This design comes from an exercise in tuning for small area, a short achievable clock period and few clock cycles per item on the open sky130 flow, not from production work.
At most, simulation tests tie the RTL to the original design; equivalence was not proved.
Power figures rest on the tool's default switching activity, not on a simulated workload.

old:
Design Rsa256Core, start of the top module:
module Rsa256Core (
  input          i_clk,
  input          i_rst,
  input          i_start,
  input  [255:0] i_a,
  input  [255:0] i_d,
  input  [255:0] i_n,
  output [255:0] o_a_pow_d,
  output         o_finished
);
For scale: roughly 0.20 mm2 of cells after synthesis.
clock: 16.0 ns
lec_check: 0
cap_margin: 20
core_margin: 2
core_utilization: 40
setup_slack_margin: 0.5
slew_margin: 20
synth_hierarchical: 1
standard.sh (not shown) runs the stock make flow with config.mk's settings and CLKGATE_MAP_FILE= SYNTH_SCRIPT=/design/flow/synth_recipe.tcl, a recipe that flattens the netlist after the stock synthesis.
==> flow/flow/run.sh <==
#!/bin/bash
# Own layout flow: the standard synthesis, then the standard ORFS layout steps with
# repair_timing aiming for extra setup slack (the clock and constraints are unchanged).
set -uo pipefail
KNOBS=$(cat flow/knobs.txt 2>/dev/null || echo "SETUP_SLACK_MARGIN=10")
[[ -f flow/env.sh ]] && source flow/env.sh
bash standard.sh synth > synth.log 2>&1 || { tail -50 synth.log; exit 1; }
bash standard.sh $KNOBS finish > layout.log 2>&1 || { tail -50 layout.log; exit 1; }
==> flow/flow/env.sh <==
export BUFFER_PORTS_ARGS="-buffer_cell sky130_fd_sc_hd__buf_4"
==> flow/flow/knobs.txt <==
SETUP_SLACK_MARGIN=11 SLEW_MARGIN=30
Inputs modified between old and new:
==> flow/flow/knobs.txt <==
SETUP_SLACK_MARGIN=11.5 SLEW_MARGIN=40
[summary]
Leakage dissipation, new and old: smaller value in old. old ended up with sky130_fd_sc_hd__a21oi_4 as its worst-path cell with the longest stage delay; new ended up with sky130_fd_sc_hd__dfrtp_2. Compared to old, new has clock network fraction of total power 0.6 points lower. Going from old to new, met3 capacity usage during global routing moved up; count of clock-buffer cells in the layout moved down. Between new and old, it is new whose share of total power consumed by net switching is higher, by 0.39 points. Compare new and old | register-to-register setup slack lower: old. Taking old as the reference, in new arrival time reported for the critical path endpoint lost 4.16 ns, total power picked up an extra about 4.5%, overall fraction of global-route tracks in use picked up an extra 3.8 points, worst max-slew margin expressed relative to the limit picked up an extra 0.26 points. The clock period minus worst slack of new falls short of that of old by 0.13 ns.
No run of this note included a check of the RTL's function; only the layout flow was run.

Another version of the RTL of Rsa256Core (not shown whole).
Size in the first run: about 19000 cells after synthesis, roughly 1000 I/O pins.
==> flow/config.mk <==
export PLATFORM = sky130hd
export DESIGN_NAME = Rsa256Core
export DESIGN_NICKNAME = Rsa256Core
export VERILOG_FILES = /design/flow/design.v
export SDC_FILE = /design/flow/constraint.sdc
export NUM_CORES = 8
export LEC_CHECK = 0
export CAP_MARGIN = 20
export CORE_MARGIN = 2
export CORE_UTILIZATION = 48
export SETUP_SLACK_MARGIN = 0.5
export SLEW_MARGIN = 20
export SYNTH_HIERARCHICAL = 1
==> flow/constraint.sdc <==
create_clock -name core_clock -period 16.0 [get_ports {i_clk}]
set_input_delay 3.2000 -clock core_clock [delete_from_list [all_inputs] [get_ports {i_clk}]]
set_output_delay 3.2000 -clock core_clock [all_outputs]
set_load 0.01 [all_outputs]
==> flow/flow/knobs.txt <==
SETUP_SLACK_MARGIN=11.25 SLEW_MARGIN=50
Scripts as last shown in full above: flow/flow/run.sh, flow/flow/env.sh
Testbench counts at the start, summed over its fixed seeds: cycles 302,996, ops 24.
Next try:
==> flow/flow/knobs.txt (replaced) <==
SETUP_SLACK_MARGIN=11.4 SLEW_MARGIN=50
Result: The changed run finished clean; combinational power went up by 3.0%; routed wire length came out higher by 2.8%; flip-flop and latch count does not change; die area is unchanged.

Rsa256Core, a different RTL version from the one above (not shown whole).
Size: ~19,000 cells after synthesis, ~1,000 I/O pins, ~210,000 um^2 of cells after synthesis.
clock: 16.0 ns
lec_check: 0
cap_margin: 20
core_margin: 2
core_utilization: 55
setup_slack_margin: 0.5
slew_margin: 20
synth_hierarchical: 1
==> flow/flow/knobs.txt <==
SETUP_SLACK_MARGIN=11.25 SLEW_MARGIN=40
Scripts as last shown in full above: flow/flow/run.sh, flow/flow/env.sh
The first run completed without violations.
Testbench counts at the start, summed over its fixed seeds: cycles 310,004, ops 24.
==> next run, changes <==
==> flow/flow/knobs.txt (replaced) <==
SETUP_SLACK_MARGIN=11.4 SLEW_MARGIN=40 TNS_END_PERCENT=10
CORE_UTILIZATION = 40   (was 55)
- The changed run completed without violations
- design area rises by about 1.5%
- synthesized area does not change
- power rises by about 1.5%
- cell count rises by about 7%
- wire length rises by about 3.6%
- global-route usage falls by 12 points
- setup slack got worse by 0.055 ns

Rsa256Core again, from the RTL that the note above started with.
==> flow/config.mk <==
export PLATFORM = sky130hd
export DESIGN_NAME = Rsa256Core
export DESIGN_NICKNAME = Rsa256Core
export VERILOG_FILES = /design/flow/design.v
export SDC_FILE = /design/flow/constraint.sdc
export NUM_CORES = 8
export LEC_CHECK = 0
export CAP_MARGIN = 20
export CORE_MARGIN = 2
export CORE_UTILIZATION = 40
export SETUP_SLACK_MARGIN = 0.5
export SLEW_MARGIN = 20
export SYNTH_HIERARCHICAL = 1
==> flow/constraint.sdc <==
create_clock -name core_clock -period 16.0 [get_ports {i_clk}]
set_input_delay 3.2000 -clock core_clock [delete_from_list [all_inputs] [get_ports {i_clk}]]
set_output_delay 3.2000 -clock core_clock [all_outputs]
set_load 0.01 [all_outputs]
==> flow/flow/knobs.txt <==
SETUP_SLACK_MARGIN=11.25 SLEW_MARGIN=40
Scripts as last shown in full above: flow/flow/run.sh, flow/flow/env.sh
The baseline completed with no timing, DRC or antenna violations.
Testbench counts at the start, summed over its fixed seeds: cycles 310,004, ops 24.
Edit:
- CORE_UTILIZATION: 40 -> 48
- CTS_CLUSTER_DIAMETER: default -> 80
- CTS_CLUSTER_SIZE: default -> 30
The new run completed with no timing, DRC or antenna violations.
Maximum frequency is about the same.
Final cell count shrinks by about 5%.
Via count came out lower by about 1%.
Edit:
==> flow/flow/knobs.txt (replaced) <==
SETUP_SLACK_MARGIN=11.4 SLEW_MARGIN=40
- CORE_UTILIZATION: 48 -> 40
- CTS_CLUSTER_DIAMETER: 80 -> default
- CTS_CLUSTER_SIZE: 30 -> default
=> Global-route usage is lower by 4.2 points. Die area is higher by about a fifth. Synthesized area does not change. Synthesized cell count is unchanged. Setup slack gets better by 20 ps. Via count is higher by a few percent. Routed wire length is higher by roughly a tenth. First-iteration DRC count is higher by a few percent. Fmax is higher slightly. Clock-buffer cell count is higher by 124. Critical path depth is lower by 9.

separate check: timing with driven ports:
How much do the figures lean on ideal ports? The routed layouts below were timed once more, with nothing changed but the port constraints. Step 1: set_driving_cell puts a clkbuf_16 on i_clk and a buf_2 on each other input, an assumption about the parent block. Step 2 moves the port delays by t, midway between the first and last clock arrival at a register: inputs arrive t later, outputs are due t later. That takes back most of the time a late clock gives input paths. Three values: ideal ports, drivers, drivers and shift; two values: the first two.
| run | t, ns | setup WS [ns] | clock arrival spread, ns | worst register clock-pin slew, ns | worst data-port slew with drivers (ns) |
|---|---|---|---|---|---|
| old | 1.040 | 10.941 / 10.855 / 10.941 | 0.119 / 0.119 | 0.08 / 0.08 | 0.39 |
| new | 1.108 | 11.066 / 10.955 / 11.006 | 0.133 / 0.134 | 0.08 / 0.08 | 0.48 |
| the first run of note 2 | 1.071 | 11.207 / 11.097 / 11.247 | 0.116 / 0.116 | 0.08 / 0.08 | 0.12 |
| the second run of note 2 | 1.103 | 11.204 / 11.067 / 11.213 | 0.120 / 0.120 | 0.08 / 0.08 | 0.13 |
| the first run of note 3 | 1.113 | 11.157 / 11.028 / 11.124 | 0.081 / 0.081 | 0.08 / 0.08 | 0.24 |
| the second run of note 3 | 1.113 | 11.102 / 10.979 / 11.191 | 0.089 / 0.089 | 0.07 / 0.07 | 0.27 |
| the first run of note 4 | 1.099 | 11.171 / 11.049 / 11.184 | 0.087 / 0.087 | 0.08 / 0.08 | 0.27 |
| the second run of note 4 | 1.071 | 11.160 / 11.036 / 11.143 | 0.083 / 0.083 | 0.12 / 0.12 | 0.26 |
| the third run of note 4 | 1.097 | 11.179 / 11.056 / 11.055 | 0.113 / 0.112 | 0.08 / 0.08 | 0.27 |
After both steps setup and hold are still met in every run listed. For the third run of note 4, which loses most, drivers alone change the setup slack by -0.123 ns; drivers and shift together by -0.124 ns.
